Context: an optimization exercise on an open-source flow, tuned for small area, a short achievable clock period and few clock cycles. The choices shown serve that exercise and are no tape-out recipe. At most, simulation tests tie the RTL to the original design; equivalence was not proved. The RTL of run 7 was laid out without a check of its function. No activity file was given, so power comes from the tool's default toggle rates.

<file path="design/flow/config.mk">
export PLATFORM = sky130hd
export DESIGN_NAME = poly2mono
export DESIGN_NICKNAME = poly2mono
export VERILOG_FILES = /design/flow/design.v
export SDC_FILE = /design/flow/constraint.sdc
export NUM_CORES = 4
export LEC_CHECK = 0
export CAP_MARGIN = 20
export CORE_MARGIN = 2
export CORE_UTILIZATION = 60
export CTS_CLUSTER_DIAMETER = 100
export CTS_CLUSTER_SIZE = 30
export SETUP_SLACK_MARGIN = 3.8
export SLEW_MARGIN = 20
export TNS_END_PERCENT = 5
</file>
<file path="design/flow/run.sh">
#!/bin/bash
# synth_recipe.tcl (not shown) runs the flow's synth.tcl, then flattens the netlist and writes it again
# the make line also repeats each setting of config.mk as NAME=value (left out here)
make -C /OpenROAD-flow-scripts/flow DESIGN_CONFIG=/design/flow/config.mk WORK_HOME=/design/flow/orfs CLKGATE_MAP_FILE= SYNTH_SCRIPT=/design/flow/synth_recipe.tcl finish
</file>
<file path="design/flow/constraint.sdc">
create_clock -name core_clock -period 6.0 [get_ports {clk}]
set_input_delay 1.2000 -clock core_clock [delete_from_list [all_inputs] [get_ports {clk}]]
set_output_delay 1.2000 -clock core_clock [all_outputs]
set_load 0.01 [all_outputs]
</file>
<file path="design/flow/design.v">
module poly2mono #(
  parameter MAX_VOICE = 16
)(
  input  logic       clk,
  input  logic       reset_n,
  output logic       ready,
  input  logic       valid_in,
  input  logic       note_on_in,
  input  logic [6:0] note_num_in,
  input  logic [6:0] velocity_in,
  output logic       note_on_out,
  output logic [6:0] note_num_out,
  output logic [6:0] velocity_out
);
  localparam N = 16;
  logic       p_on, p_off;
  logic [6:0] p_note, p_vel;
  logic [6:0] e_note [0:N-1];
  logic [6:0] e_vel  [0:N-1];
  logic [N-1:0] valid;    
  logic [N-1:0] m;
  logic hit_r;
  logic c_0, c_1, c_2, c_15, c_16;
  assign c_0  = ~valid[0];
  assign c_1  = valid[0] & ~valid[1];
  assign c_2  = valid[1] & ~valid[2];
  assign c_15 = valid[N-2] & ~valid[N-1];
  assign c_16 = valid[N-1];
  assign ready = 1'b1;
  logic [N-1:0] pre, dn, ld, hold_n, hold_v;
  logic hit, full, push, rm;
  logic [6:0] nx_note [0:N-1];
  logic [6:0] nx_vel  [0:N-1];
  logic [N-1:0] valid_nx;
  always_comb begin
    pre[0] = m[0];
    for (int i = 1; i < N; i++)
      pre[i] = pre[i-1] | m[i];
  end
  assign hit  = hit_r;
  assign full = c_16;
  assign push = p_on & ~hit & ~full;
  assign rm   = p_off & hit;
  always_comb begin
    for (int i = 0; i < N; i++) begin
      dn[i]     = (i < N-1) & p_off & pre[i];
      ld[i]     = p_on & m[i];
      hold_n[i] = ~push & ~dn[i];
      hold_v[i] = ~push & ~dn[i] & ~ld[i];
    end
    nx_note[0] = ({7{push}} & p_note) | ({7{dn[0]}} & e_note[1]) | ({7{hold_n[0]}} & e_note[0]);
    nx_vel[0]  = ({7{push | ld[0]}} & p_vel) | ({7{dn[0]}} & e_vel[1]) | ({7{hold_v[0]}} & e_vel[0]);
    for (int i = 1; i < N-1; i++) begin
      nx_note[i] = ({7{push}} & e_note[i-1]) | ({7{dn[i]}} & e_note[i+1]) | ({7{hold_n[i]}} & e_note[i]);
      nx_vel[i]  = ({7{push}} & e_vel[i-1]) | ({7{dn[i]}} & e_vel[i+1]) | ({7{ld[i]}} & p_vel)
                 | ({7{hold_v[i]}} & e_vel[i]);
    end
    nx_note[N-1] = ({7{push}} & e_note[N-2]) | ({7{hold_n[N-1]}} & e_note[N-1]);
    nx_vel[N-1]  = ({7{push}} & e_vel[N-2]) | ({7{ld[N-1]}} & p_vel) | ({7{hold_v[N-1]}} & e_vel[N-1]);
  end
  always_ff @(posedge clk) begin
    for (int i = 0; i < N; i++) begin
      e_note[i] <= nx_note[i];
      e_vel[i]  <= nx_vel[i];
    end
  end
  always_comb
    for (int i = 0; i < N; i++)
      valid_nx[i] = push ? ((i == 0) | valid[(i == 0) ? 0 : i-1])
                  : rm   ? ((i < N-1) & valid[(i < N-1) ? i+1 : i])
                  :        valid[i];
  always_ff @(posedge clk) begin
    if (~reset_n)
      valid <= '0;
    else
      valid <= valid_nx;
  end
  logic in_is_on, in_on, in_off;
  assign in_is_on = note_on_in & (|velocity_in);
  assign in_on    = reset_n & valid_in & in_is_on;
  assign in_off   = reset_n & valid_in & ~in_is_on;
  always_ff @(posedge clk) begin
    p_on   <= in_on;
    p_off  <= in_off;
    p_note <= note_num_in;
    p_vel  <= velocity_in;
  end
  logic [N:0] v;    
  logic [N-1:0] m_nx;
  logic top_hit, one_nx;
  always_comb begin
    v[0] = note_num_in == p_note;
    for (int j = 0; j < N; j++)
      v[j+1] = valid[j] & (note_num_in == e_note[j]);
    for (int i = 0; i < N; i++)
      m_nx[i] = push ? v[i] : (p_off & pre[i]) ? ((i < N-1) ? v[i+2] : 1'b0) : v[i+1];
  end
  assign top_hit = m_nx[0];
  logic hit_nx;
  assign hit_nx = ((|v[N:1]) & ~(rm & v[0])) | (push & v[0]);
  always_ff @(posedge clk) begin
    m     <= m_nx;
    hit_r <= hit_nx;
  end
  logic full_nx;
  assign one_nx  = push ? c_0 : rm ? c_2 : c_1;
  assign full_nx = push ? c_15 : ~rm & c_16;
  always_ff @(posedge clk) begin
    if (~reset_n) begin
      note_on_out  <= 1'b0;
      note_num_out <= 7'd0;
      velocity_out <= 7'd0;
    end else if (in_on) begin
      note_on_out <= 1'b1;
      if (~full_nx) begin
        note_num_out <= note_num_in;
        velocity_out <= velocity_in;
      end
    end else if (in_off & top_hit) begin
      note_on_out  <= ~one_nx;
      note_num_out <= one_nx ? nx_note[0] : nx_note[1];
      velocity_out <= one_nx ? nx_vel[0]  : nx_vel[1];
    end
  end
endmodule
</file>
==> results.txt, run 1 <==
status complete, no violations; max cap viols 0; Post-Syn Area 0.0132 mm²; post-synth top area cell dfxtp_1; worst reg2reg path depth 7; Commonest cells post-synth 386 x nand2_1, 281 x dfxtp_1, 118 x a22oi_1; Comb power frac 15.7%; Main synth FF type dfxtp_1; P_int 0.00290 W; first-pass GRT wire length 61.0 mm; crit start category primary input; Leak 5.99 nW; per-cell routed wire length 21.1 µm; RR Startpoint m[8]$_DFF_P_; syn avg cell area 8.58 µm²; reg-to-reg slack, setup 3.54 ns; FMAX 398 MHz; Final ANT Viol Nets 0; clock power share 24.7%; EDFF count, synth 7; Hold Path Cell Cnt 2; core area 0.0218 mm²; global route overflow 0; share of power burned in registers 59.6%; r2r endpoint e_note[13][3]$_DFF_P_; Post-Syn Nets 1562; Detailed Route WL 38.2 mm; Max VDD drop 0.000316 V; Fillers 1817; count of pins over their slew limit 0; top-count cell post-synth nand2_1; post-synthesis sequential area ratio 44.1%; DRT iter0 DRCs 1189; RSZ-0062 raised after global routing yes; Switching Power 0.00121 W; drt pass-1 iters 8; clock transition at the registers of the reported paths 0.12 ns; Synth warnings 5; clk root buf clkbuf_16; Critical path origin note_num_in[0]; Finished Cell Area 0.0149 mm²; Total GRT Usage 31.5%; CTS tree yes; CTS Buffer Depth 3; Worst Path Class, Setup primary input to register; Tmin final 2.51 ns; crit end category register; die height 153 µm; Hold/Removal Path Class register to register; critical path cell sequence buf_8 -> bufbuf_16 -> buf_4 -> xnor2_1 -> nand4_1 -> nor2_1 -> or4_1 -> nor4_1 -> o21ai_0; Hold Vio Cnt, Final 0; H-tree depth 1; CTS Buf Count 13; post-detailed-route via-to-cell ratio 6.59; DRC violations left 0; PortBufs 32; CP arrival 2.90 ns; largest net degree at the start of global routing 74; min-delay src e_vel[15][6]$_DFF_P_; area grow syn2layout 12.1%; final net count 1545; Max FO, Critical Path 8; initial antenna violation count 0; Ports 34; routability cong. 0.849; dominant cells by area after synthesis dfxtp_1 42%, nand2_1 11%, a22oi_1 6.7%; WP data required 6.39 ns; Post-Synthesis Cells 1544; Clock Skew 0.0265 ns; placed inst area 0.0135 mm²; HPWL Detailed 24.4 mm; Die Footprint 0.0233 mm²; Clock Latency Late Sink 0.51 ns; hold path endpoint e_vel[15][6]$_DFF_P_; slowest CP cell or4_1; Initial Util 60.9%; Setup TNS 0 ns; worst slew pin tran 0.973 ns; Switching Share 29.4%; synth unique cells 61; CP max stage delay 0.43 ns; Rows 54; P per Cell Area 277 mW/mm²; FFs w/ async S/R, synth 0%; detailed-route via count 11900; fin crit share 41.9%; Setup Viol. Count Final 0; Die W 153 µm; FF+latch count, synth 288; share of the synthesized area in the top cell type 42.5%; share of cells above drive strength 1 10.6%; number of global-route vias before repair 11200; Max-slew headroom 34.9%; antenna cells 0; CTS sink count 288
sequential cells by signal, indices dropped and copies added (netlist names), named ones only:
name	cells
e_vel	112
e_note	105
m	16
valid	16
note_num_out	7
p_note	7
p_vel	7
velocity_out	7
hit_r	1
note_on_out	1
p_off	1
p_on	1
power by group through the flow:
stage	clock network, W	logic, W	registers (W)
after floorplan	0	0.000478	0.00238
after global placement	0	0.000554	0.00248
after detailed placement	0	0.000570	0.00248
after CTS	0.00105	0.000629	0.00244
after global routing	0.00111	0.000710	0.00248
final	0.00102	0.000644	0.00245
cell type report:
| class | instances | area [µm²] | share of cell area, % |
|---|---|---|---|
| multi-input combinational | 1117 | 7220 | 48.6 |
| sequential | 288 | 5860 | 39.4 |
| timing repair buffer | 86 | 955 | 6.43 |
| tap | 280 | 350 | 2.36 |
| clock buffer | 16 | 337 | 2.27 |
| inverter | 18 | 92.6 | 0.623 |
| timing repair inverter | 3 | 26.3 | 0.177 |
| clock inverter | 2 | 16.3 | 0.110 |
metrics by stage:
stage	utilization, %	instances	total power, W	hold slack (ns)	worst slack, ns
6_report	68.3	1810	0.00411	0.451	3.49
3_5_place_dp	62.0	1741	0.00305	0.436	1.63
2_1_floorplan	-	1544	0.00286	0.423	3.23
4_1_cts	67.7	1800	0.00412	0.452	3.49
5_1_grt	68.3	1810	0.00430	0.485	3.46
3_3_place_gp	62.0	1741	0.00303	0.430	1.70
routing by layer:
| layer | routed length, µm | part of all wire (%) | vias to the layer above | GRT usage (%) |
|---|---|---|---|---|
| met5 | 0 | 0 | - | 0 |
| met4 | 1020 | 2.7 | 0 | 9.08 |
| met3 | 2800 | 7.3 | 68 | 4.15 |
| met2 | 17000 | 45 | 493 | 48.6 |
| met1 | 17300 | 45 | 5806 | 46.4 |
| li1 | - | - | 5558 | - |
cell families (layout without fill, tap and decap cells):
kind of cell	count (synthesis)	after routing	synth area share [%]
buffers and inverters	146	125	4.66
multiplexers	18	18	1.39
other	1	1	0.0283
flip-flops	288	288	44.1
XOR/XNOR	119	119	7.87
AO/OA/AOI/OAI	390	394	23.1
AND/OR/NAND/NOR	582	585	18.9
critical path: cells and delay by family:
family | cells | cell delay [ns]
xor gates and xnor gates | 1 | 0.12
buffers and inverters | 3 | 0.51
AOI/OAI and AO/OA | 1 | 0.13
and+or+nand+nor | 4 | 0.92
worst max path at each step:
| stage | to | slack (ns) | depth (start not counted) |
|---|---|---|---|
| 2_1_floorplan | note_num_out[3]$_SDFFE_PN0P_ | 3.23 | 10 |
| 3_3_place_gp | velocity_out[0]$_SDFFE_PN0P_ | 1.70 | 7 |
| 3_5_place_dp | note_num_out[2]$_SDFFE_PN0P_ | 1.63 | 7 |
| 4_1_cts | e_vel[13][5]$_DFF_P_ | 3.49 | 6 |
| 5_1_grt | e_note[13][5]$_DFF_P_ | 3.46 | 7 |
| 6_report | hit_r$_DFF_P_ | 3.49 | 9 |
layout by cell type, fill, tap and decap left out, drive strengths merged, types with 8 or more instances in the layout:
master and instances:
a22o 21, nor2 44, mux2i 15, a31oi 8, buf 61, nand2 387, nand3 66, xor2 24
a32oi 8, dfxtp 281, inv 20, nor4 8, a222oi 47, a221o 51, nor3 11, nand4 32
dlygate4sd2 18, a21oi 29, clkbuf 16, a21o 18, o21ai 52, a22oi 118, and2 20, xnor2 95
timing repair:
action                                  CTS  global route
endpoints found under the setup margin  288           221
buffers inserted                         27             8
cloned                                   14             2
resized for setup                       190            13
pin swaps                                22            10
hold buffers                              0             0
Testbench counts, summed over its fixed seeds: cycles 24,000.
==> run 2: changes to the inputs <==
--- a/design/flow/config.mk
+++ b/design/flow/config.mk
@@ -12,4 +12,4 @@
 export CTS_CLUSTER_SIZE = 30
 export SETUP_SLACK_MARGIN = 3.8
 export SLEW_MARGIN = 20
-export TNS_END_PERCENT = 5
+export TNS_END_PERCENT = 20
==> results.txt, run 2 <==
crit end category register (unchanged); FMAX 409 MHz (was 398 MHz); top-count cell post-synth nand2_1 (unchanged); status complete, no violations (unchanged); Critical path origin m[8]$_DFF_P_ (was note_num_in[0]); Total GRT Usage 32.8% (was 31.5%); first-pass GRT wire length 62.6 mm (was 61.0 mm); Main synth FF type dfxtp_1 (unchanged); clk root buf clkbuf_16 (unchanged); Critical Path Most Common Cell or4_4; CTS sink count 288 (unchanged); WP data required 6.42 ns (was 6.39 ns); Max FO, Critical Path 13 (was 8); clock transition at the registers of the reported paths 0.12 ns (about the same); Post-Syn Nets 1562 (unchanged); Tmin final 2.44 ns (was 2.51 ns); Largest register FFs 112 (unchanged); CP max stage delay 0.57 ns (was 0.43 ns); CP top delay family simple AND/OR/NAND/NOR gates (unchanged); P per Cell Area 272 mW/mm² (was 277 mW/mm²); synth unique cells 61 (unchanged); Clock Skew 0.0198 ns (was 0.0265 ns); final net count 1562 (was 1545); DRC violations left 0 (unchanged); syn avg cell area 8.58 µm² (unchanged); DRT iter0 DRCs 1530 (was 1189); crit start category register (was primary input); most common cell after layout, fill and taps aside nand2_1 (unchanged); core area 0.0218 mm² (unchanged); commonest non-fill, non-tap cells in the layout 379 x nand2_1, 275 x dfxtp_1, 117 x a22oi_1 (was 379 x nand2_1, 273 x dfxtp_1, 118 x a22oi_1); Fillers 1744 (was 1817); post-synthesis sequential area ratio 44.1% (unchanged); CTS tree yes (unchanged); Hold/Removal Path Class register to register (unchanged); Finished Cell Area 0.0152 mm² (was 0.0149 mm²); largest net degree at the start of global routing 73 (was 74); CP arrival 2.86 ns (was 2.90 ns); min-delay src e_vel[15][2]$_DFF_P_ (was e_vel[15][6]$_DFF_P_); worst slew pin tran 0.767 ns (was 0.973 ns); number of global-route vias before repair 11300 (was 11200); Max-slew headroom 48.4% (was 34.9%); PortBufs 32 (unchanged); Setup TNS 0 ns (unchanged); post-detailed-route via-to-cell ratio 6.61 (was 6.59); drt pass-1 iters 7 (was 8); worst path bufs/invs 1 (was 3); Detailed Route WL 40.7 mm (was 38.2 mm); fin crit share 40.7% (was 41.9%); Hold Vio Cnt, Final 0 (unchanged); share of the synthesized area in the top cell type 42.5% (unchanged); H-tree depth 1 (unchanged); Die Footprint 0.0233 mm² (unchanged); post-synth top area cell dfxtp_1 (unchanged); Final ANT Viol Nets 0 (unchanged); antenna cells 0 (unchanged); Hold Path Cell Cnt 2 (unchanged); global route overflow 0 (unchanged); dominant cells by area after synthesis dfxtp_1 42%, nand2_1 11%, a22oi_1 6.7% (unchanged); FFs w/ async S/R, synth 0% (unchanged); hold_buf cts 0 (unchanged); Setup Viol. Count Final 0 (unchanged); count of pins over their slew limit 0 (unchanged); Reg with most FFs e_vel (unchanged); Die W 153 µm (unchanged); final core occ 70.0% (was 68.3%); RR Startpoint m[8]$_DFF_P_ (unchanged); Initial Util 60.9% (unchanged); CTS Buffer Depth 3 (unchanged); Worst Path Class, Setup register to register (was primary input to register); reg-to-reg slack, setup 3.56 ns (was 3.54 ns); Synth warnings 5 (unchanged); Clock Latency Late Sink 0.49 ns (was 0.51 ns); CTS Buf Count 13 (unchanged); critical path cell sequence or4_4 -> or4_4 -> a211o_4 -> buf_4 -> nor2_1 -> a21oi_1 -> mux2i_1 (was buf_8 -> bufbuf_16 -> buf_4 -> xnor2_1 -> nand4_1 -> nor2_1 -> or4_1 -> nor4_1 -> o21ai_0); Max VDD drop 0.000206 V (was 0.000316 V); Commonest cells post-synth 386 x nand2_1, 281 x dfxtp_1, 118 x a22oi_1 (unchanged); die height 153 µm (unchanged); Post-Synthesis Cells 1544 (unchanged); initial antenna violation count 0 (unchanged); r2r endpoint m[14]$_DFF_P_ (was e_note[13][3]$_DFF_P_); share of cells above drive strength 1 12.0% (was 10.6%); routability cong. 0.889 (was 0.849); Rows 54 (unchanged); FF+latch count, synth 288 (unchanged); EDFF count, synth 7 (unchanged); slowest CP cell or4_4 (was or4_1); HPWL Detailed 24.3 mm (was 24.4 mm); RSZ-0062 raised after global routing yes (unchanged); hold path endpoint e_vel[15][2]$_DFF_P_ (was e_vel[15][6]$_DFF_P_); placed inst area 0.0135 mm² (unchanged); max cap viols 0 (unchanged); area grow syn2layout 15.0% (was 12.1%); per-cell routed wire length 22.3 µm (was 21.1 µm); Post-Syn Area 0.0132 mm² (unchanged); worst reg2reg path depth 7 (unchanged); Ports 34 (unchanged); detailed-route via count 12100 (was 11900); Leak 6.20 nW (was 5.99 nW); Largest regs e_vel x112, e_note x105 (unchanged)
run 2: changes by cell type in the layout (fill, tap and decap cells not counted), moves of 5 or more:
cell / before / now
clkbuf_2: 0 / 5
o31ai_4: 7 / 1
o21ai_0: 44 / 39
buf_4: 34 / 40
o31ai_1: 0 / 5
buf_2: 6 / 1
o21ai_1: 8 / 13
run 2: power breakdown:
group          switching (W)  internal [W]
Clock               0.000607      0.000406
Combinational       0.000330      0.000346
Sequential          0.000286       0.00217
run 2: stage by stage:
| step | hold slack [ns] | worst slack [ns] | power, W | instances |
|---|---|---|---|---|
| after detailed placement | 0.434 | 1.60 | 0.00306 | 1741 |
| final | 0.454 | 3.56 | 0.00414 | 1825 |
| after global placement | 0.431 | 1.67 | 0.00304 | 1741 |
| after CTS | 0.451 | 3.49 | 0.00411 | 1803 |
| after floorplan | 0.423 | 3.23 | 0.00287 | 1544 |
| after global routing | 0.485 | 3.48 | 0.00431 | 1825 |
run 2: layout make-up:
class / instances / area (µm²) / share of cell area, %
Timing Repair Buffer: 102 / 1280 / 8.41
Clock inverter: 1 / 16.3 / 0.107
Inverter: 18 / 95.1 / 0.624
Tap cell: 280 / 350 / 2.30
Multi-Input combinational cell: 1118 / 7280 / 47.8
Timing Repair inverter: 3 / 26.3 / 0.173
Sequential cell: 288 / 5850 / 38.4
Clock buffer: 15 / 333 / 2.19
run 2: worst max-delay path by stage:
stage / end / slack, ns / cells after the start
floorplan: note_num_out[3]$_SDFFE_PN0P_ / 3.23 / 10
global route: m[12]$_DFF_P_ / 3.48 / 8
detailed placement: velocity_out[0]$_SDFFE_PN0P_ / 1.60 / 7
CTS: e_vel[14][0]$_DFF_P_ / 3.49 / 6
finish: m[14]$_DFF_P_ / 3.56 / 7
global placement: velocity_out[0]$_SDFFE_PN0P_ / 1.67 / 7
run 2: tightest hold or removal path, stage by stage (launching register included):
cell,delay [ns]
dfxtp_1,0.33
nand2_1,0.05
nand2_1,0.05
run 2: per-layer routing:
layer,vias up,wire (µm),global-route usage [%],share of wire [%]
li1,5620,-,-,-
met2,606,18200,51.2,45
met5,-,0,0,0
met4,0,1340,12.3,3.3
met1,5746,17600,46.4,43
met3,95,3530,4.75,8.7
run 2: what timing repair did:
item	4_1_cts	5_1_grt
gates resized for setup	188	44
pin swaps	30	22
setup buffers	28	17
cloned	18	5
endpoints found under the setup margin	288	210
run 2: kinds of logic after synthesis:
family          after synthesis  share of synthesized area, %
simple gates                582                          18.9
flops                       288                          44.1
buf+inv                     146                          4.66
other cells                   1                        0.0283
compound gates              390                          23.1
mux                          18                          1.39
xor+xnor                    119                          7.87
==> run 3: changes to the inputs <==
--- a/design/flow/config.mk
+++ b/design/flow/config.mk
@@ -7,9 +7,9 @@
 export LEC_CHECK = 0
 export CAP_MARGIN = 20
 export CORE_MARGIN = 2
-export CORE_UTILIZATION = 60
+export CORE_UTILIZATION = 70
 export CTS_CLUSTER_DIAMETER = 100
 export CTS_CLUSTER_SIZE = 30
 export SETUP_SLACK_MARGIN = 3.8
 export SLEW_MARGIN = 20
-export TNS_END_PERCENT = 20
+export TNS_END_PERCENT = 5
==> results.txt, run 3 <==
final std cells w/o fill 1761 (was 1825); Post-Synthesis Cells 1544 (unchanged); DRC violations left 0 (unchanged); DRT iter0 DRCs 1679 (was 1530); FFs w/ async S/R, synth 0% (unchanged); post-synth top area cell dfxtp_1 (unchanged); Post-Syn Nets 1562 (unchanged); Initial Util 71.0% (was 60.9%); Max FO, Critical Path 7 (was 13); Largest register FFs 112 (unchanged); clk root buf clkbuf_16 (unchanged); post-detailed-route via-to-cell ratio 6.91 (was 6.61); die height 142 µm (was 153 µm); status complete, no violations (unchanged); critical path cell sequence buf_8 -> buf_12 -> buf_4 -> xnor2_1 -> nand4_1 -> nor2_2 -> or4_4 -> nor4_2 -> o21ai_1 (was or4_4 -> or4_4 -> a211o_4 -> buf_4 -> nor2_1 -> a21oi_1 -> mux2i_1); share of the synthesized area in the top cell type 42.5% (unchanged); Max-slew headroom 47.2% (was 48.4%); Die W 142 µm (was 153 µm); Clock Skew 0.0152 ns (was 0.0198 ns); worst path bufs/invs 3 (was 1); Max VDD drop 0.000301 V (was 0.000206 V); CP arrival 2.85 ns (was 2.86 ns); Setup Viol. Count Final 0 (unchanged); Setup TNS 0 ns (unchanged); Total GRT Usage 36.8% (was 32.8%); setup slack after layout 3.54 ns (was 3.56 ns); pre-CTS WS 1.50 ns (was 1.60 ns); cell count after placement 1692 (was 1741); Hold/Removal Path Class register to register (unchanged); Die Footprint 0.0200 mm² (was 0.0233 mm²); final core occ 79.5% (was 70.0%); P per Cell Area 278 mW/mm² (was 272 mW/mm²); Largest regs e_vel x112, e_note x105 (unchanged); worst slew pin tran 0.785 ns (was 0.767 ns); number of global-route vias before repair 11200 (was 11300); CP top delay family simple AND/OR/NAND/NOR gates (unchanged); top-count cell post-synth nand2_1 (unchanged); CTS sink count 288 (unchanged); crit start category primary input (was register); core area 0.0186 mm² (was 0.0218 mm²); H-tree depth 1 (unchanged); CP max stage delay 0.52 ns (was 0.57 ns); clock transition at the registers of the reported paths 0.12 ns (about the same); area grow syn2layout 11.9% (was 15.0%); antenna cells 0 (unchanged); Commonest cells post-synth 386 x nand2_1, 281 x dfxtp_1, 118 x a22oi_1 (unchanged); first-pass GRT wire length 60.5 mm (was 62.6 mm); placed inst area 0.0134 mm² (was 0.0135 mm²); max cap viols 0 (unchanged); dominant cells by area after synthesis dfxtp_1 42%, nand2_1 11%, a22oi_1 6.7% (unchanged); Post-Syn Area 0.0132 mm² (unchanged); hold_buf cts 0 (unchanged); Clock Latency Late Sink 0.49 ns (about the same); Rows 50 (was 54); fin crit share 41.1% (was 40.7%); syn avg cell area 8.58 µm² (unchanged); post-synthesis sequential area ratio 44.1% (unchanged); Leak 5.98 nW (was 6.20 nW); routability cong. 0.903 (was 0.889); FMAX 406 MHz (was 409 MHz); count of pins over their slew limit 0 (unchanged); Tmin final 2.46 ns (was 2.44 ns); Hold Vio Cnt, Final 0 (unchanged); initial antenna violation count 0 (unchanged); crit end category register (unchanged); WP data required 6.39 ns (was 6.42 ns); largest net degree at the start of global routing 95 (was 73); Synth warnings 5 (unchanged); Ports 34 (unchanged); commonest non-fill, non-tap cells in the layout 381 x nand2_1, 275 x dfxtp_1, 118 x a22oi_1 (was 379 x nand2_1, 275 x dfxtp_1, 117 x a22oi_1); Finished Cell Area 0.0148 mm² (was 0.0152 mm²); RSZ-0062 raised after global routing yes (unchanged); per-cell routed wire length 21.6 µm (was 22.3 µm); Final ANT Viol Nets 0 (unchanged); EDFF count, synth 7 (unchanged); synth unique cells 61 (unchanged); Detailed Route WL 38.1 mm (was 40.7 mm); Reg with most FFs e_vel (unchanged); Worst Path Class, Setup primary input to register (was register to register); PortBufs 32 (unchanged); slowest CP cell or4_4 (unchanged); CTS Buffer Depth 3 (unchanged); detailed-route via count 12200 (was 12100); Main synth FF type dfxtp_1 (unchanged); CTS Buf Count 13 (unchanged); global route overflow 0 (unchanged); most common cell after layout, fill and taps aside nand2_1 (unchanged); share of cells above drive strength 1 11.3% (was 12.0%); HPWL Detailed 23.7 mm (was 24.3 mm); Fillers 1215 (was 1744); FF+latch count, synth 288 (unchanged); CTS tree yes (unchanged); final net count 1543 (was 1562); drt pass-1 iters 9 (was 7)
## run 3: worst reg2reg max path: stages, from the launching register on
cell and delay (ns):
dfxtp_4 0.36, or4_4 0.53, buf_4 0.16, or4_4 0.55, a211o_4 0.43, o21ai_0 0.19
a221o_1 0.13
## run 3: cell families after synthesis
kind of cell    Yosys count  share of synthesized area, %
flops                   288                          44.1
compound gates          390                          23.1
xor+xnor                119                          7.87
other cells               1                        0.0283
simple gates            582                          18.9
buf+inv                 146                          4.66
mux                      18                          1.39
## run 3: what timing repair did
action | CTS | global route
hold endpoints to repair | 0 | 0
setup buffers | 29 | 8
resized for setup | 198 | 30
pin swaps | 33 | 24
setup endpoints to repair | 289 | 201
cloned | 12 | 3
## run 3: final timing paths
path                          endpoint            startpoint  slack (ns)  depth (start not counted)
setup / recovery         hit_r$_DFF_P_        note_num_in[4]        3.54                          9
hold / removal    e_vel[15][6]$_DFF_P_  e_vel[15][6]$_DFF_P_        0.46                          2
setup reg to reg  e_vel[14][3]$_DFF_P_          m[7]$_DFF_P_        3.59                          6
hold reg to reg   e_vel[15][6]$_DFF_P_  e_vel[15][6]$_DFF_P_        0.46                          2
## run 3: power by group
part           total [W]  switching, W  leakage (nW)  internal, W
logic           0.000662      0.000333          3.44     0.000329
clock network    0.00101      0.000599         0.167     0.000406
registers        0.00245      0.000283          2.36      0.00217
total            0.00412       0.00122          5.98      0.00290
## run 3: stage by stage
stage | hold WS, ns | power (W)
final | 0.457 | 0.00412
after global routing | 0.480 | 0.00428
after CTS | 0.458 | 0.00409
after detailed placement | 0.439 | 0.00305
after global placement | 0.430 | 0.00303
after floorplan | 0.423 | 0.00286
## run 3: routing by layer
metal	GRT usage (%)	vias to the layer above	wire, µm
met5	0	-	0
met4	9.21	0	902
met3	5.50	92	3510
met2	59.8	675	17600
met1	51.9	5822	16100
li1	-	5577	-
## run 3: area by class of cell
type	count	area [µm²]	area share (%)
Clock buffer	15	333	2.25
Clock inverter	2	16.3	0.110
Inverter	18	91.3	0.617
Multi-Input combinational cell	1118	7340	49.5
Sequential cell	288	5850	39.5
Tap cell	234	293	1.98
Timing Repair Buffer	83	865	5.84
Timing Repair inverter	3	26.3	0.177
==> run 4: changes to the inputs <==
--- a/design/flow/design.v
+++ b/design/flow/design.v
@@ -48,15 +48,30 @@
       hold_n[i] = ~push & ~dn[i];
       hold_v[i] = ~push & ~dn[i] & ~ld[i];
     end
-    nx_note[0] = ({7{push}} & p_note) | ({7{dn[0]}} & e_note[1]) | ({7{hold_n[0]}} & e_note[0]);
-    nx_vel[0]  = ({7{push | ld[0]}} & p_vel) | ({7{dn[0]}} & e_vel[1]) | ({7{hold_v[0]}} & e_vel[0]);
-    for (int i = 1; i < N-1; i++) begin
-      nx_note[i] = ({7{push}} & e_note[i-1]) | ({7{dn[i]}} & e_note[i+1]) | ({7{hold_n[i]}} & e_note[i]);
-      nx_vel[i]  = ({7{push}} & e_vel[i-1]) | ({7{dn[i]}} & e_vel[i+1]) | ({7{ld[i]}} & p_vel)
-                 | ({7{hold_v[i]}} & e_vel[i]);
+  end
+  for (genvar i = 0; i < N; i++) begin : g_e
+    for (genvar b = 0; b < 7; b++) begin : g_b
+      logic n_l, v_l, n_x, v_x, v_h;
+      if (i == 0) begin : g_top
+        assign n_l = p_note[b];
+        assign v_l = p_vel[b];
+      end else begin : g_mid
+        assign n_l = e_note[i-1][b];
+        assign v_l = e_vel[i-1][b];
+      end
+      if (i < N-1) begin : g_dn
+        p2m_aoi222 u_n (.a1(push), .a2(n_l), .b1(dn[i]), .b2(e_note[i+1][b]),
+                        .c1(hold_n[i]), .c2(e_note[i][b]), .y(n_x));
+        p2m_aoi222 u_v (.a1(push), .a2(v_l), .b1(dn[i]), .b2(e_vel[i+1][b]),
+                        .c1(ld[i]), .c2(p_vel[b]), .y(v_x));
+      end else begin : g_last
+        p2m_aoi22 u_n (.a1(push), .a2(n_l), .b1(hold_n[i]), .b2(e_note[i][b]), .y(n_x));
+        p2m_aoi22 u_v (.a1(push), .a2(v_l), .b1(ld[i]), .b2(p_vel[b]), .y(v_x));
+      end
+      p2m_inv   u_ni (.a(n_x), .y(nx_note[i][b]));
+      p2m_nand2 u_vh (.a(hold_v[i]), .b(e_vel[i][b]), .y(v_h));
+      p2m_nand2 u_vo (.a(v_x), .b(v_h), .y(nx_vel[i][b]));
     end
-    nx_note[N-1] = ({7{push}} & e_note[N-2]) | ({7{hold_n[N-1]}} & e_note[N-1]);
-    nx_vel[N-1]  = ({7{push}} & e_vel[N-2]) | ({7{ld[N-1]}} & p_vel) | ({7{hold_v[N-1]}} & e_vel[N-1]);
   end
   always_ff @(posedge clk) begin
     for (int i = 0; i < N; i++) begin
@@ -123,3 +138,27 @@
     end
   end
 endmodule
+module p2m_aoi222 (
+  input  logic a1, a2, b1, b2, c1, c2,
+  output logic y
+);
+  assign y = ~((a1 & a2) | (b1 & b2) | (c1 & c2));
+endmodule
+module p2m_aoi22 (
+  input  logic a1, a2, b1, b2,
+  output logic y
+);
+  assign y = ~((a1 & a2) | (b1 & b2));
+endmodule
+module p2m_nand2 (
+  input  logic a, b,
+  output logic y
+);
+  assign y = ~(a & b);
+endmodule
+module p2m_inv (
+  input  logic a,
+  output logic y
+);
+  assign y = ~a;
+endmodule
--- a/design/flow/config.mk
+++ b/design/flow/config.mk
@@ -12,4 +12,6 @@
 export CTS_CLUSTER_SIZE = 30
 export SETUP_SLACK_MARGIN = 3.8
 export SLEW_MARGIN = 20
-export TNS_END_PERCENT = 5
+export SYNTH_HIERARCHICAL = 1
+export SYNTH_MINIMUM_KEEP_SIZE = 0
+export TNS_END_PERCENT = 20
==> results.txt, run 4 <==
Hold Vio Cnt, Final 0 (unchanged); Hold/Removal Path Class register to register (unchanged); Synth warnings 13 (was 5); share of power burned in registers 59.4% (was 59.5%); Clock Skew 0.0238 ns (was 0.0152 ns); Leak 6.22 nW (was 5.98 nW); H-tree depth 1 (unchanged); P_int 0.00285 W (was 0.00290 W); CP max stage delay 0.54 ns (was 0.52 ns); FMAX 363 MHz (was 406 MHz); DRC violations left 0 (unchanged); CTS Buf Count 13 (unchanged); status complete, no violations (unchanged); count of pins over their slew limit 0 (unchanged); WP data required 6.42 ns (was 6.39 ns); CTS Buffer Depth 3 (unchanged); global route overflow 0 (unchanged); critical path cell sequence buf_2 -> buf_12 -> xnor2_2 -> nand4_1 -> or4_4 -> a31oi_4 -> o21bai_4 -> mux2i_1 (was buf_8 -> buf_12 -> buf_4 -> xnor2_1 -> nand4_1 -> nor2_2 -> or4_4 -> nor4_2 -> o21ai_1); largest net degree at the start of global routing 61 (was 95); CTS tree yes (unchanged); CP arrival 3.17 ns (was 2.85 ns); share of the synthesized area in the top cell type 46.1% (was 42.5%); Post-Syn Area 0.0125 mm² (was 0.0132 mm²); final net count 1397 (was 1543); Die Footprint 0.0189 mm² (was 0.0200 mm²); Total GRT Usage 36.1% (was 36.8%); worst slew pin tran 0.842 ns (was 0.785 ns); RR Startpoint p_on$_DFF_P_ (was m[7]$_DFF_P_); synth unique cells 49 (was 61); commonest non-fill, non-tap cells in the layout 280 x dfxtp_1, 267 x nand2_1, 210 x a222oi_1 (was 381 x nand2_1, 275 x dfxtp_1, 118 x a22oi_1); Switching Share 28.9% (was 29.5%); P per Cell Area 278 mW/mm² (about the same); Setup Viol. Count Final 0 (unchanged); clock power share 24.8% (was 24.4%); crit start category primary input (unchanged); DRT iter0 DRCs 1971 (was 1679); Ports 34 (unchanged); dominant cells by area after synthesis dfxtp_1 46%, a222oi_1 17%, nand2_1 8.1% (was dfxtp_1 42%, nand2_1 11%, a22oi_1 6.7%); routability cong. 0.854 (was 0.903); HPWL Detailed 21.4 mm (was 23.7 mm); syn avg cell area 9.52 µm² (was 8.58 µm²); post-synth top area cell dfxtp_1 (unchanged); Initial Util 72.0% (was 71.0%); Post-Syn Nets 1330 (was 1562); Die W 138 µm (was 142 µm); PortBufs 32 (unchanged); antenna cells 0 (unchanged); detailed-route via count 11300 (was 12200); fin crit share 45.9% (was 41.1%); Detailed Route WL 35.6 mm (was 38.1 mm); per-cell routed wire length 22.2 µm (was 21.6 µm); clock transition at the registers of the reported paths 0.12 ns (about the same); CP top delay family simple AND/OR/NAND/NOR gates (unchanged); Switching Power 0.00116 W (was 0.00122 W); post-synthesis sequential area ratio 46.1% (was 44.1%); Final ANT Viol Nets 0 (unchanged); Max-slew headroom 43.7% (was 47.2%); post-detailed-route via-to-cell ratio 7.06 (was 6.91); Tmin final 2.75 ns (was 2.46 ns); Max FO, Critical Path 7 (unchanged); top-count cell post-synth dfxtp_1 (was nand2_1); first-pass GRT wire length 54.6 mm (was 60.5 mm); Clock Latency Late Sink 0.50 ns (was 0.49 ns); max cap viols 0 (unchanged); FF+latch count, synth 288 (unchanged); Rows 48 (was 50); Commonest cells post-synth 288 x dfxtp_1, 271 x nand2_1, 210 x a222oi_1 (was 386 x nand2_1, 281 x dfxtp_1, 118 x a22oi_1); Post-Synthesis Cells 1312 (was 1544); share of cells above drive strength 1 14.4% (was 11.3%); slowest CP cell or4_4 (unchanged); Worst Path Class, Setup primary input to register (unchanged); initial antenna violation count 0 (unchanged); Largest regs e_note x112, e_vel x112 (was e_vel x112, e_note x105); drt pass-1 iters 14 (was 9); core area 0.0174 mm² (was 0.0186 mm²); EDFF count, synth 0 (was 7); number of global-route vias before repair 10500 (was 11200); Setup TNS 0 ns (unchanged); Max VDD drop 0.000364 V (was 0.000301 V); crit end category register (unchanged); RSZ-0062 raised after global routing yes (unchanged); Comb power frac 15.7% (was 16.1%); CTS sink count 288 (unchanged); min-delay src e_vel[15][4]$_DFF_P_ (was e_vel[15][6]$_DFF_P_); worst path bufs/invs 2 (was 3); most common cell after layout, fill and taps aside dfxtp_1 (was nand2_1); Critical path origin note_num_in[1] (was note_num_in[4]); clk root buf clkbuf_16 (unchanged); Main synth FF type dfxtp_1 (unchanged); hold slack 0.450 ns (was 0.457 ns); FFs w/ async S/R, synth 0% (unchanged); area grow syn2layout 15.3% (was 11.9%); die height 138 µm (was 142 µm)
==> run 4: cell count changes in the layout (fill, tap and decap cells not counted), moves of 17 or more <==
| cell | change |
|---|---|
| inv_1 | +101 |
| xnor2_1 | +21 |
| mux2i_1 | +26 |
| xor2_1 | -18 |
| nor2_1 | -17 |
| a222oi_1 | +163 |
| a221o_1 | -51 |
| a22oi_1 | -106 |
| a22o_1 | -21 |
| nand2_1 | -114 |
| o21ai_0 | -28 |
| nand3_1 | -62 |
==> run 4: cell families (layout without fill, tap and decap cells) <==
family                    after synthesis  after routing  synth area share [%]
AOI/OAI and AO/OA                     285            291                  21.7
xor gates and xnor gates              119            119                  8.34
muxes                                  57             57                  4.71
other                                   1              1                0.0300
and+or+nand+nor                       401            401                  13.9
buffers and inverters                 161            221                  5.20
DFF                                   288            288                  46.1
==> run 4: worst paths after layout <==
path | end | slack, ns | depth (start not counted)
worst max-delay path | note_num_out[4]$_SDFFE_PN0P_ | 3.25 | 8
worst min-delay path | e_vel[15][4]$_DFF_P_ | 0.45 | 2
worst max register to register | note_num_out[3]$_SDFFE_PN0P_ | 3.33 | 8
worst min register to register | e_vel[15][4]$_DFF_P_ | 0.45 | 2
==> run 4: final cells by class <==
class / count / area (µm²)
Sequential cell: 288 / 5790
Inverter: 119 / 467
Tap cell: 225 / 282
Timing Repair inverter: 2 / 17.5
Clock inverter: 1 / 16.3
Timing Repair Buffer: 86 / 918
Clock buffer: 13 / 325
Fill cell: 1016 / 2960
Multi-Input combinational cell: 869 / 6590
==> run 4: what timing repair did <==
item                       4_1_cts  5_1_grt
setup endpoints to repair      276      242
gates resized for setup        163       47
pin swaps                       52       29
hold buffers                     0        0
buffers inserted                26       16
gates cloned                     9        1
==> run 4: modules after synthesis, one instance, submodules excluded <==
module	cells inside	times used	area, µm²	flops+latches
p2m_aoi222	1	210	10.0	0
p2m_nand2	1	224	3.75	0
p2m_inv	1	112	3.75	0
poly2mono	752	1	8950	288
p2m_aoi22	1	14	12.5	0
==> run 4: worst min-delay path: stages, from the launching register on <==
cell	delay, ns
dfxtp_1	0.32
nand2_1	0.06
nand2_1	0.04
==> run 4: routing by layer <==
| metal | vias up | wire [µm] | track usage (%) |
|---|---|---|---|
| met1 | 5405 | 13900 | 45.2 |
| met3 | 155 | 2700 | 6.25 |
| met2 | 645 | 16900 | 59.9 |
| met4 | 0 | 2040 | 18.2 |
| met5 | - | 0 | 0 |
| li1 | 5106 | - | - |
==> run 4: stage by stage <==
stage               util, %  area (µm²)  worst slack [ns]  std cells  total power, W
CTS                    81.4       14100              3.26       1586         0.00395
finish                 83.0       14400              3.25       1603         0.00401
global route           83.0       14400              3.20       1603         0.00416
detailed placement     75.2       13100              1.85       1537         0.00294
global placement       75.2       13100              1.96       1537         0.00290
floorplan                 -       12600              3.13       1312         0.00277
==> run 4: power by group through the flow <==
stage	clock [W]	sequential, W	combinational, W
after floorplan	0	0.00234	0.000432
after global placement	0	0.00239	0.000508
after detailed placement	0	0.00241	0.000533
after CTS	0.00100	0.00237	0.000578
after global routing	0.00106	0.00241	0.000688
final	0.000996	0.00238	0.000631
Testbench counts of run 4, summed over its fixed seeds: cycles 24,000.
==> run 5: changes to the inputs <==
--- a/design/flow/config.mk
+++ b/design/flow/config.mk
@@ -14,4 +14,4 @@
 export SLEW_MARGIN = 20
 export SYNTH_HIERARCHICAL = 1
 export SYNTH_MINIMUM_KEEP_SIZE = 0
-export TNS_END_PERCENT = 20
+export TNS_END_PERCENT = 5
==> results.txt, run 5 <==
most common cell after layout, fill and taps aside dfxtp_1 (unchanged); Main synth FF type dfxtp_1 (unchanged); worst slew pin tran 0.811 ns (was 0.842 ns); Top Layer Used met4 (unchanged); CTS sink count 288 (unchanged); Post-Synthesis Cells 1312 (unchanged); detailed-route via count 10600 (was 11300); RSZ-0062 raised after global routing yes (unchanged); global route overflow 0 (unchanged); worst path bufs/invs 1 (was 2); Die Footprint 0.0189 mm² (unchanged); slowest CP cell clkdlybuf4s50_1 (was or4_4); share of cells above drive strength 1 8.74% (was 14.4%); met2 WL 15.0 mm (was 16.9 mm); DRC violations left 0 (unchanged); post-synthesis sequential area ratio 46.1% (unchanged); first-pass GRT wire length 48.1 mm (was 54.6 mm); CP top delay family buffers and inverters (was simple AND/OR/NAND/NOR gates); Max FO, Critical Path 2 (was 7); Die W 138 µm (unchanged); area grow syn2layout 9.29% (was 15.3%); largest net degree at the start of global routing 87 (was 61); Post-Syn Nets 1330 (unchanged); Max VDD drop 0.000311 V (was 0.000364 V); Final ANT Viol Nets 0 (unchanged); crit start category register (was primary input); Post-Syn Area 0.0125 mm² (unchanged); Synth warnings 13 (unchanged); CP arrival 1.44 ns (was 3.17 ns); drt pass-1 iters 12 (was 14); placed inst area 0.0130 mm² (was 0.0131 mm²); status complete, no violations (unchanged); initial antenna violation count 0 (unchanged); Finished Cell Area 0.0137 mm² (was 0.0144 mm²); crit end category primary output (was register); M1 WL 12.8 mm (was 13.9 mm); commonest non-fill, non-tap cells in the layout 284 x dfxtp_1, 271 x nand2_1, 210 x a222oi_1 (was 280 x dfxtp_1, 267 x nand2_1, 210 x a222oi_1); FMAX 379 MHz (was 363 MHz); syn avg cell area 9.52 µm² (unchanged); core area 0.0174 mm² (unchanged); P per Cell Area 286 mW/mm² (was 278 mW/mm²); Initial Util 72.0% (unchanged); number of global-route vias before repair 9606 (was 10500); Detailed Route WL 30.5 mm (was 35.6 mm); top-count cell post-synth dfxtp_1 (unchanged); FF+latch count, synth 288 (unchanged); Hold/Removal Path Class register to register (unchanged); CTS Buf Count 13 (unchanged); Worst Path Class, Setup register to primary output (was primary input to register); share of the synthesized area in the top cell type 46.1% (unchanged); die height 138 µm (unchanged); routed wl met3 1.75 mm (was 2.70 mm); per-cell routed wire length 19.5 µm (was 22.2 µm); Max-slew headroom 45.7% (was 43.7%); CTS tree yes (unchanged); final std cells w/o fill 1564 (was 1603); antenna cells 0 (unchanged); dominant cells by area after synthesis dfxtp_1 46%, a222oi_1 17%, nand2_1 8.1% (unchanged); Setup TNS 0 ns (unchanged); Total GRT Usage 31.2% (was 36.1%); Hold Vio Cnt, Final 0 (unchanged); setup slack after layout 3.36 ns (was 3.25 ns); post-synth top area cell dfxtp_1 (unchanged); Design Power 0.00391 W (was 0.00401 W); EDFF count, synth 0 (unchanged); final net count 1358 (was 1397); PortBufs 32 (unchanged); count of pins over their slew limit 0 (unchanged); critical path cell sequence clkdlybuf4s50_1 (was buf_2 -> buf_12 -> xnor2_2 -> nand4_1 -> or4_4 -> a31oi_4 -> o21bai_4 -> mux2i_1); Clock Latency Late Sink 0.50 ns (about the same); Largest regs e_note x112, e_vel x112 (unchanged); cell count after placement 1535 (was 1537); clk root buf clkbuf_16 (unchanged); FFs w/ async S/R, synth 0% (unchanged); Commonest cells post-synth 288 x dfxtp_1, 271 x nand2_1, 210 x a222oi_1 (unchanged); HPWL Detailed 21.0 mm (was 21.4 mm); Rows 48 (unchanged); pre-CTS WS 1.88 ns (was 1.85 ns); clock transition at the registers of the reported paths 0.11 ns (was 0.12 ns); Setup Viol. Count Final 0 (unchanged); CP max stage delay 0.55 ns (was 0.54 ns); Leak 5.86 nW (was 6.22 nW); WP data required 4.80 ns (was 6.42 ns); post-detailed-route via-to-cell ratio 6.77 (was 7.06); Clock Skew 0.0261 ns (was 0.0238 ns); H-tree depth 1 (unchanged); routability cong. 0.905 (was 0.854); CTS Buffer Depth 3 (unchanged); DRT iter0 DRCs 1763 (was 1971); max cap viols 0 (unchanged); Tmin final 2.64 ns (was 2.75 ns); fin crit share 44.0% (was 45.9%); Ports 34 (unchanged); synth unique cells 49 (unchanged)
[run 5: cell counts after synthesis]
Identical to the previous run, type by type.
[run 5: worst register-to-register path, stage by stage, from the launching register on]
cell and delay, ns:
dfxtp_2 0.36, or4_4 0.55, or3b_4 0.41, nand2b_4 0.17
o21a_1 0.45, nor3_4 0.43, nand2_1 0.11, nand2_1 0.07
[run 5: final timing paths]
check	from	endpoint	slack, ns	depth (start not counted)
setup / recovery	note_num_out[6]$_SDFFE_PN0P_	note_num_out[6]	3.36	1
hold / removal	e_vel[15][6]$_DFF_P_	e_vel[15][6]$_DFF_P_	0.44	2
hold reg to reg	e_vel[15][6]$_DFF_P_	e_vel[15][6]$_DFF_P_	0.44	2
setup reg to reg	m[0]$_DFF_P_	e_vel[13][5]$_DFF_P_	3.38	7
[run 5: repair_timing]
action | in CTS | in global routing
hold buffers | 0 | 0
setup endpoints to repair | 278 | 257
setup buffers | 4 | 8
pin swaps | 4 | 11
gates resized for setup | 96 | 11
cloned | 3 | 0
[run 5: logic make-up (layout without fill, tap and decap cells)]
kind of cell / Yosys count / count (layout) / synth area share (%)
and+or+nand+nor: 401 / 401 / 13.9
AOI/OAI and AO/OA: 285 / 286 / 21.7
buffers and inverters: 161 / 187 / 5.20
DFF: 288 / 288 / 46.1
other: 1 / 1 / 0.0300
muxes: 57 / 57 / 4.71
xor gates and xnor gates: 119 / 119 / 8.34
[run 5: cell type report]
| type | instances | area, µm² |
|---|---|---|
| clock inverter | 1 | 16.3 |
| timing repair buffer | 52 | 480 |
| multi-input combinational | 864 | 6290 |
| inverter | 119 | 467 |
| timing repair inverter | 2 | 17.5 |
| sequential | 288 | 5770 |
| clock buffer | 13 | 325 |
| tap | 225 | 282 |
| fill | 1179 | 3700 |
[run 5: per-stage QoR]
step / utilization (%) / hold WS (ns)
global placement: 74.9 / 0.423
global route: 78.7 / 0.457
detailed placement: 74.9 / 0.429
CTS: 78.1 / 0.444
floorplan: - / 0.416
finish: 78.7 / 0.443
[run 5: layer usage]
layer	vias to the layer above	track usage [%]
met3	55	3.53
met4	0	11.1
met1	5121	40.4
li1	5013	-
met5	-	0
met2	401	54.1
[run 5: report_power, final]
group          internal, W  switching [W]  leakage [nW]
registers          0.00213       0.000237          2.35
logic             0.000283       0.000271          3.34
clock network     0.000400       0.000585         0.167
total              0.00282        0.00109          5.86
[run 5: Yosys stat by module (local to each module, per instance)]
module | cells | times used | flops+latches | cell area (µm²)
poly2mono | 752 | 1 | 288 | 8950
p2m_inv | 1 | 112 | 0 | 3.75
p2m_aoi22 | 1 | 14 | 0 | 12.5
p2m_nand2 | 1 | 224 | 0 | 3.75
p2m_aoi222 | 1 | 210 | 0 | 10.0
==> run 6: changes to the inputs <==
--- a/design/flow/config.mk
+++ b/design/flow/config.mk
@@ -7,7 +7,7 @@
 export LEC_CHECK = 0
 export CAP_MARGIN = 20
 export CORE_MARGIN = 2
-export CORE_UTILIZATION = 70
+export CORE_UTILIZATION = 75
 export CTS_CLUSTER_DIAMETER = 100
 export CTS_CLUSTER_SIZE = 30
 export SETUP_SLACK_MARGIN = 3.8
==> results.txt, run 6 <==
Post-Synthesis Cells 1312 (unchanged); H-tree depth 1 (unchanged); WP data required 6.42 ns (was 4.80 ns); dominant cells by area after synthesis dfxtp_1 46%, a222oi_1 17%, nand2_1 8.1% (unchanged); Post-Syn Area 0.0125 mm² (unchanged); Hold Path Cell Cnt 2 (unchanged); HPWL Detailed 21.1 mm (was 21.0 mm); RSZ-0062 raised after global routing yes (unchanged); Detailed Route WL 31.2 mm (was 30.5 mm); Synth warnings 13 (unchanged); CP arrival 3.11 ns (was 1.44 ns); die height 133 µm (was 138 µm); Clock Latency Late Sink 0.49 ns (was 0.50 ns); Max-slew headroom 46.3% (was 45.7%); RR Startpoint m[1]$_DFF_P_ (was m[0]$_DFF_P_); post-synthesis simple-gate area fraction 13.9% (unchanged); Final ANT Viol Nets 0 (unchanged); hold path endpoint e_vel[15][3]$_DFF_P_ (was e_vel[15][6]$_DFF_P_); routability cong. 0.933 (was 0.905); P_int 0.00282 W (about the same); most common cell after layout, fill and taps aside dfxtp_1 (unchanged); Rows 47 (was 48); post-synthesis sequential area ratio 46.1% (unchanged); largest net degree at the start of global routing 70 (was 87); PortBufs 32 (unchanged); Ports 34 (unchanged); synth unique cells 49 (unchanged); DRC violations left 0 (unchanged); initial antenna violation count 0 (unchanged); worst reg2reg path depth 7 (unchanged); Total GRT Usage 33.6% (was 31.2%); area of the multi-input gates 0.00629 mm² (about the same); FFs w/ async S/R, synth 0% (unchanged); Leak 5.87 nW (was 5.86 nW); Comb power frac 14.4% (was 14.2%); min-delay src e_vel[15][3]$_DFF_P_ (was e_vel[15][6]$_DFF_P_); post-synth top area cell dfxtp_1 (unchanged); reg-to-reg slack, setup 3.30 ns (was 3.38 ns); register area 0.00577 mm² (unchanged); FF+latch count, synth 288 (unchanged); Switching Share 27.8% (was 28.0%); r2r endpoint e_note[13][2]$_DFF_P_ (was e_vel[13][5]$_DFF_P_); DRT iter0 DRCs 1916 (was 1763); post-detailed-route via-to-cell ratio 6.91 (was 6.77); first-pass GRT wire length 49.6 mm (was 48.1 mm); Main synth FF type dfxtp_1 (unchanged); Setup TNS 0 ns (unchanged); Post-Syn Nets 1330 (unchanged); core area 0.0164 mm² (was 0.0174 mm²); largest family of logic cells by synthesized area compound AO/OA/AOI/OAI gates (unchanged); CTS tree yes (unchanged); commonest non-fill, non-tap cells in the layout 284 x dfxtp_1, 271 x nand2_1, 210 x a222oi_1 (unchanged); CTS Buffer Depth 3 (unchanged); crit end category register (was primary output); syn avg cell area 9.52 µm² (unchanged); CTS Buf Count 13 (unchanged); Max VDD drop 0.000299 V (was 0.000311 V); synthesized-area fraction occupied by xor and xnor cells 8.34% (unchanged); clock power share 24.9% (was 25.2%); Fillers 996 (was 1179); Die Footprint 0.0177 mm² (was 0.0189 mm²); detailed-route via count 10700 (was 10600); crit start category register (unchanged); P per Cell Area 286 mW/mm² (about the same); Setup Viol. Count Final 0 (unchanged); Clock Skew 0.0194 ns (was 0.0261 ns); Adder-Cell Fraction of Synth Area 0% (unchanged); fin crit share 44.9% (was 44.0%); multiplexer share of the synthesized area 4.71% (unchanged); top-count cell post-synth dfxtp_1 (unchanged); clock transition at the registers of the reported paths 0.11 ns (about the same); Compound-Gate Fraction of Synth Area 21.7% (unchanged); share of the synthesized area in the top cell type 46.1% (unchanged); Switching Power 0.00109 W (about the same); Largest regs e_note x112, e_vel x112 (unchanged); count of pins over their slew limit 0 (unchanged); global route overflow 0 (unchanged); clk root buf clkbuf_16 (unchanged); Worst Path Class, Setup register to register (was register to primary output); Initial Util 76.1% (was 72.0%); Tmin final 2.70 ns (was 2.64 ns); Die W 133 µm (was 138 µm); CTS sink count 288 (unchanged); Finished Cell Area 0.0137 mm² (about the same); Commonest cells post-synth 288 x dfxtp_1, 271 x nand2_1, 210 x a222oi_1 (unchanged); final net count 1353 (was 1358); Hold/Removal Path Class register to register (unchanged); antenna cells 0 (unchanged); share of cells above drive strength 1 8.47% (was 8.74%); placed inst area 0.0130 mm² (about the same); area grow syn2layout 9.36% (was 9.29%); share of power burned in registers 60.7% (was 60.6%); max cap viols 0 (unchanged); per-cell routed wire length 20.1 µm (was 19.5 µm); Max FO, Critical Path 17 (was 2); number of global-route vias before repair 9924 (was 9606); Hold Vio Cnt, Final 0 (unchanged); status complete, no violations (unchanged); worst slew pin tran 0.800 ns (was 0.811 ns); EDFF count, synth 0 (unchanged); FMAX 371 MHz (was 379 MHz); drt pass-1 iters 13 (was 12)
==> run 6: worst max-delay path, cell delays in order, from the launching register on <==
cell	delay, ns
dfxtp_2	0.35
or4_4	0.58
or3b_4	0.41
nand2b_4	0.17
o21a_1	0.46
nor2_2	0.40
a222oi_1	0.15
inv_1	0.10
==> run 6: cells by family (layout without fill, tap and decap cells) <==
family,count (synthesis),in the layout
compound gates,285,286
xor+xnor,119,119
simple gates,401,401
flops,288,288
mux,57,57
buf+inv,161,182
other cells,1,1
==> run 6: timing repair <==
| item | in CTS | in global routing |
|---|---|---|
| buffers inserted | 5 | 3 |
| resized for setup | 97 | 25 |
| pin swaps | 4 | 12 |
| hold buffers | 0 | 0 |
| cloned | 2 | 2 |
| endpoints found under the setup margin | 288 | 259 |
==> run 6: how the worst max path moves through the flow <==
stage | startpoint | end | slack [ns]
after CTS | velocity_in[1] | note_num_out[3]$_SDFFE_PN0P_ | 3.33
after floorplan | velocity_in[5] | note_num_out[2]$_SDFFE_PN0P_ | 3.13
after detailed placement | note_num_in[2] | note_num_out[3]$_SDFFE_PN0P_ | 1.89
after global placement | note_num_in[2] | velocity_out[2]$_SDFFE_PN0P_ | 2.01
final | m[1]$_DFF_P_ | e_note[13][2]$_DFF_P_ | 3.30
after global routing | m[1]$_DFF_P_ | e_vel[14][6]$_DFF_P_ | 3.21
==> run 6: Yosys stat by module (local to each module, per instance) <==
module | flops+latches | times used | cells
p2m_inv | 0 | 112 | 1
p2m_aoi22 | 0 | 14 | 1
poly2mono | 288 | 1 | 752
p2m_aoi222 | 0 | 210 | 1
p2m_nand2 | 0 | 224 | 1
==> run 6: cell type report <==
type,count,area share [%]
Sequential cell,288,42.3
Multi-Input combinational cell,864,46.0
Inverter,119,3.49
Timing Repair inverter,2,0.147
Tap cell,220,2.01
Clock buffer,13,2.38
Timing Repair Buffer,47,3.56
Clock inverter,1,0.119
==> run 6: metrics by stage <==
step                hold WS, ns  power, W  utilization, %  cells  setup WS [ns]
floorplan                 0.416   0.00277               -   1312           3.13
global placement          0.423   0.00289            79.1   1528           2.01
detailed placement        0.432   0.00294            79.1   1528           1.89
CTS                       0.445   0.00390            82.4   1549           3.33
global route              0.459   0.00406            83.3   1554           3.21
finish                    0.443   0.00390            83.3   1554           3.30
==> run 6: metal layers <==
layer	vias up	global-route usage (%)	wire (µm)
met5	-	0	0
met4	0	9.50	942
met3	80	3.14	1760
met2	514	60.9	15700
met1	5147	42.7	12800
li1	5004	-	-
==> run 6: power groups by stage <==
stage | sequential, W | combinational, W | clock (W)
final | 0.00237 | 0.000563 | 0.000972
after global routing | 0.00240 | 0.000623 | 0.00105
after CTS | 0.00236 | 0.000545 | 0.000989
after detailed placement | 0.00240 | 0.000533 | 0
after global placement | 0.00239 | 0.000504 | 0
after floorplan | 0.00234 | 0.000431 | 0
==> run 7: changes to the inputs <==
--- a/design/flow/design.v
+++ b/design/flow/design.v
@@ -32,10 +32,28 @@
   logic [6:0] nx_note [0:N-1];
   logic [6:0] nx_vel  [0:N-1];
   logic [N-1:0] valid_nx;
-  always_comb begin
-    pre[0] = m[0];
-    for (int i = 1; i < N; i++)
-      pre[i] = pre[i-1] | m[i];
+  logic [N-1:0] pa, pb, pc;
+  for (genvar i = 0; i < N; i++) begin : g_pre
+    if (i >= 1) begin : g_a
+      p2m_nor2  u_a (.a(m[i]), .b(m[i-1]), .y(pa[i]));
+    end else begin : g_a0
+      p2m_inv   u_a (.a(m[i]), .y(pa[i]));
+    end
+    if (i >= 2) begin : g_b
+      p2m_nand2 u_b (.a(pa[i]), .b(pa[i-2]), .y(pb[i]));
+    end else begin : g_b0
+      p2m_inv   u_b (.a(pa[i]), .y(pb[i]));
+    end
+    if (i >= 4) begin : g_c
+      p2m_nor2  u_c (.a(pb[i]), .b(pb[i-4]), .y(pc[i]));
+    end else begin : g_c0
+      p2m_inv   u_c (.a(pb[i]), .y(pc[i]));
+    end
+    if (i >= 8) begin : g_d
+      p2m_nand2 u_d (.a(pc[i]), .b(pc[i-8]), .y(pre[i]));
+    end else begin : g_d0
+      p2m_inv   u_d (.a(pc[i]), .y(pre[i]));
+    end
   end
   assign hit  = hit_r;
   assign full = c_16;
@@ -162,3 +180,9 @@
 );
   assign y = ~a;
 endmodule
+module p2m_nor2 (
+  input  logic a, b,
+  output logic y
+);
+  assign y = ~(a | b);
+endmodule
--- a/design/flow/config.mk
+++ b/design/flow/config.mk
@@ -7,7 +7,7 @@
 export LEC_CHECK = 0
 export CAP_MARGIN = 20
 export CORE_MARGIN = 2
-export CORE_UTILIZATION = 75
+export CORE_UTILIZATION = 70
 export CTS_CLUSTER_DIAMETER = 100
 export CTS_CLUSTER_SIZE = 30
 export SETUP_SLACK_MARGIN = 3.8
==> results.txt, run 7 <==
post-synth top area cell dfxtp_1 (unchanged); Initial Util 71.0% (was 76.1%); Main synth FF type dfxtp_1 (unchanged); Detailed Route WL 34.7 mm (was 31.2 mm); crit end category register (unchanged); worst slew pin tran 1.03 ns (was 0.800 ns); first-pass GRT wire length 55.9 mm (was 49.6 mm); DRT iter0 DRCs 2341 (was 1916); Leak 6.24 nW (was 5.87 nW); Tmin final 2.77 ns (was 2.70 ns); routability cong. 0.903 (was 0.933); max cap viols 0 (unchanged); share of cells above drive strength 1 8.10% (was 8.47%); post-detailed-route via-to-cell ratio 6.90 (was 6.91); fin crit share 46.1% (was 44.9%); CTS Buf Count 13 (unchanged); Clock Skew 0.0158 ns (was 0.0194 ns); initial antenna violation count 0 (unchanged); Hold Vio Cnt, Final 0 (unchanged); clk root buf clkbuf_16 (unchanged); Critical path origin note_num_in[2] (was m[1]$_DFF_P_); H-tree depth 1 (unchanged); Max VDD drop 0.000402 V (was 0.000299 V); largest family of logic cells by synthesized area compound AO/OA/AOI/OAI gates (unchanged); Max-slew headroom 30.7% (was 46.3%); Worst Path Class, Setup primary input to register (was register to register); Adder-Cell Fraction of Synth Area 0% (unchanged); synthesized-area fraction occupied by xor and xnor cells 8.13% (was 8.34%); Design Power 0.00403 W (was 0.00390 W); register area 0.00577 mm² (about the same); top-count cell post-synth nand2_1 (was dfxtp_1); most common cell after layout, fill and taps aside nand2_1 (was dfxtp_1); post-synthesis sequential area ratio 45.4% (was 46.1%); commonest non-fill, non-tap cells in the layout 295 x nand2_1, 286 x dfxtp_1, 210 x a222oi_1 (was 284 x dfxtp_1, 271 x nand2_1, 210 x a222oi_1); area grow syn2layout 10.3% (was 9.36%); reg-to-reg slack, setup 3.41 ns (was 3.30 ns); final net count 1437 (was 1353); Post-Syn Nets 1404 (was 1330); count of pins over their slew limit 0 (unchanged); Hold Path Cell Cnt 2 (unchanged); critical path cell sequence clkdlybuf4s15_1 -> buf_12 -> xor2_1 -> nor4_1 -> nand3_1 -> a31oi_4 -> a21o_4 -> buf_12 -> buf_12 -> mux2i_1 (was or4_4 -> or3b_4 -> nand2b_4 -> o21a_1 -> nor2_2 -> a222oi_1 -> inv_1); CTS tree yes (unchanged); Setup TNS 0 ns (unchanged); post-synthesis simple-gate area fraction 15.5% (was 13.9%); Clock Latency Late Sink 0.49 ns (about the same); worst reg2reg path depth 5 (was 7); multiplexer share of the synthesized area 4.08% (was 4.71%); syn avg cell area 9.17 µm² (was 9.52 µm²); antenna cells 0 (unchanged); per-cell routed wire length 21.0 µm (was 20.1 µm); FMAX 361 MHz (was 371 MHz); FFs w/ async S/R, synth 0% (unchanged); Die Footprint 0.0192 mm² (was 0.0177 mm²); Final ANT Viol Nets 0 (unchanged); Post-Syn Area 0.0127 mm² (was 0.0125 mm²); Crit. path cell count 10 (was 7); Die W 139 µm (was 133 µm); Total GRT Usage 34.6% (was 33.6%); Ports 34 (unchanged); worst setup path end note_num_out[3]$_SDFFE_PN0P_ (was e_note[13][2]$_DFF_P_); DRC violations left 0 (unchanged); FF+latch count, synth 288 (unchanged); detailed-route via count 11400 (was 10700); crit start category primary input (was register); area of the multi-input gates 0.00630 mm² (was 0.00629 mm²); Rows 49 (was 47); CP top delay family buffers and inverters (was simple AND/OR/NAND/NOR gates); Critical Path Most Common Cell buf_12; CTS Buffer Depth 3 (unchanged); die height 139 µm (was 133 µm); CTS sink count 288 (unchanged); drt pass-1 iters 11 (was 13); EDFF count, synth 0 (unchanged); Compound-Gate Fraction of Synth Area 21.0% (was 21.7%); Largest regs e_note x112, e_vel x112 (unchanged); r2r endpoint note_num_out[3]$_SDFFE_PN0P_ (was e_note[13][2]$_DFF_P_); Fillers 1230 (was 996); PortBufs 32 (unchanged); dominant cells by area after synthesis dfxtp_1 45%, a222oi_1 17%, nand2_1 8.7% (was dfxtp_1 46%, a222oi_1 17%, nand2_1 8.1%); share of the synthesized area in the top cell type 45.4% (was 46.1%); Synth warnings 13 (unchanged); clock transition at the registers of the reported paths 0.11 ns (about the same); RR Startpoint p_on$_DFF_P_ (was m[1]$_DFF_P_); worst path bufs/invs 4 (was 1); Setup Viol. Count Final 0 (unchanged); Max FO, Critical Path 5 (was 17); hold_buf cts 0 (unchanged); global route overflow 0 (unchanged); Hold/Removal Path Class register to register (unchanged); Post-Synthesis Cells 1386 (was 1312); number of global-route vias before repair 10800 (was 9924); P per Cell Area 288 mW/mm² (was 286 mW/mm²); slowest CP cell nor4_1 (was or4_4); WP data required 6.42 ns (about the same); HPWL Detailed 22.7 mm (was 21.1 mm); core area 0.0179 mm² (was 0.0164 mm²); status complete, no violations (unchanged); CP arrival 3.19 ns (was 3.11 ns); CP max stage delay 0.35 ns (was 0.58 ns); RSZ-0062 raised after global routing yes (unchanged); synth unique cells 45 (was 49); Commonest cells post-synth 295 x nand2_1, 288 x dfxtp_1, 210 x a222oi_1 (was 288 x dfxtp_1, 271 x nand2_1, 210 x a222oi_1); largest net degree at the start of global routing 77 (was 70)
## run 7: cells by family after synthesis
group	Yosys count
flip-flops	288
buffers and inverters	186
AND/OR/NAND/NOR	459
multiplexers	50
XOR/XNOR	118
other	1
AO/OA/AOI/OAI	284
## run 7: worst min-delay path by stage
stage,start,endpoint,slack [ns]
3_3_place_gp,e_vel[15][3]$_DFF_P_,e_vel[15][3]$_DFF_P_,0.43
6_report,e_vel[15][6]$_DFF_P_,e_vel[15][6]$_DFF_P_,0.44
3_5_place_dp,e_vel[15][6]$_DFF_P_,e_vel[15][6]$_DFF_P_,0.43
2_1_floorplan,e_vel[15][0]$_DFF_P_,e_vel[15][0]$_DFF_P_,0.42
4_1_cts,e_vel[15][4]$_DFF_P_,e_vel[15][4]$_DFF_P_,0.44
5_1_grt,e_vel[15][4]$_DFF_P_,e_vel[15][4]$_DFF_P_,0.46
## run 7: worst register-to-register path: cells and delay by family (launching register included)
family	cells	cell delay, ns
AOI/OAI and AO/OA	1	0.79
muxes	3	0.73
DFF	1	0.46
and+or+nand+nor	1	0.50
## run 7: repair_timing
item | in CTS | in global routing
setup endpoints to repair | 286 | 255
setup buffers | 22 | 3
pin swaps | 10 | 9
gates resized for setup | 71 | 16
cloned | 3 | 0
## run 7: power by group
part           internal (W)  total (W)  switching (W)
sequential          0.00215    0.00241       0.000266
combinational      0.000317   0.000634       0.000317
clock              0.000400   0.000984       0.000584
total               0.00287    0.00403        0.00117
## run 7: final cells by class
type,count,area share (%)
Clock buffer,13,2.32
Timing Repair inverter,1,0.0625
Timing Repair Buffer,69,5.66
Multi-Input combinational cell,912,44.9
Clock inverter,2,0.125
Inverter,134,3.74
Sequential cell,288,41.2
Tap cell,229,2.04
## run 7: metrics by stage
step	hold slack, ns	area [µm²]	instances	utilization (%)	setup slack [ns]
floorplan	0.416	12800	1386	-	3.11
global placement	0.426	13200	1605	73.5	1.57
detailed placement	0.430	13200	1605	73.5	1.62
CTS	0.444	14000	1645	78.0	3.31
global route	0.459	14000	1648	78.3	3.27
finish	0.442	14000	1648	78.3	3.23
## run 7: per-module statistics from Yosys, one instance, submodules excluded
module / area [µm²] / copies in the design / flip-flops and latches / cells
p2m_aoi22: 12.5 / 14 / 0 / 1
p2m_inv: 3.75 / 127 / 0 / 1
p2m_nor2: 3.75 / 27 / 0 / 1
poly2mono: 8930 / 1 / 288 / 762
p2m_aoi222: 10.0 / 210 / 0 / 1
p2m_nand2: 3.75 / 246 / 0 / 1
## run 7: routing by layer
layer | track usage, % | part of all wire [%] | up-vias
met3 | 5.08 | 9.9 | 74
met1 | 47.1 | 41 | 5442
met4 | 9.20 | 2.2 | 0
met5 | 0 | 0 | -
met2 | 58.2 | 47 | 649
li1 | - | - | 5211

## re-timing with driven ports
Ports are ideal in the flow. The routed layouts listed here were re-timed in OpenROAD. Step 1, drivers: a clkbuf_16 drives clk and a buf_2 each remaining input, both assumed. Step 2, shift: input delay + t, output delay - t, t = (earliest + latest rising clock arrival at the registers) / 2. This alone moves slack from input paths to output paths. a / b / c = ideal ports / drivers / drivers and shift; a / b = the first two.
run | shift t [ns] | setup slack, ns
run 1 | 0.542 | 3.487 / 3.498 / 2.955
run 2 | 0.536 | 3.557 / 3.557 / 3.039
run 3 | 0.526 | 3.535 / 3.542 / 3.016
run 4 | 0.538 | 3.248 / 3.279 / 2.740
run 5 | 0.530 | 3.363 / 3.316 / 2.875
run 6 | 0.525 | 3.303 / 3.303 / 2.841
run 7 | 0.531 | 3.232 / 3.230 / 2.699
After both steps every run listed still meets setup and hold.
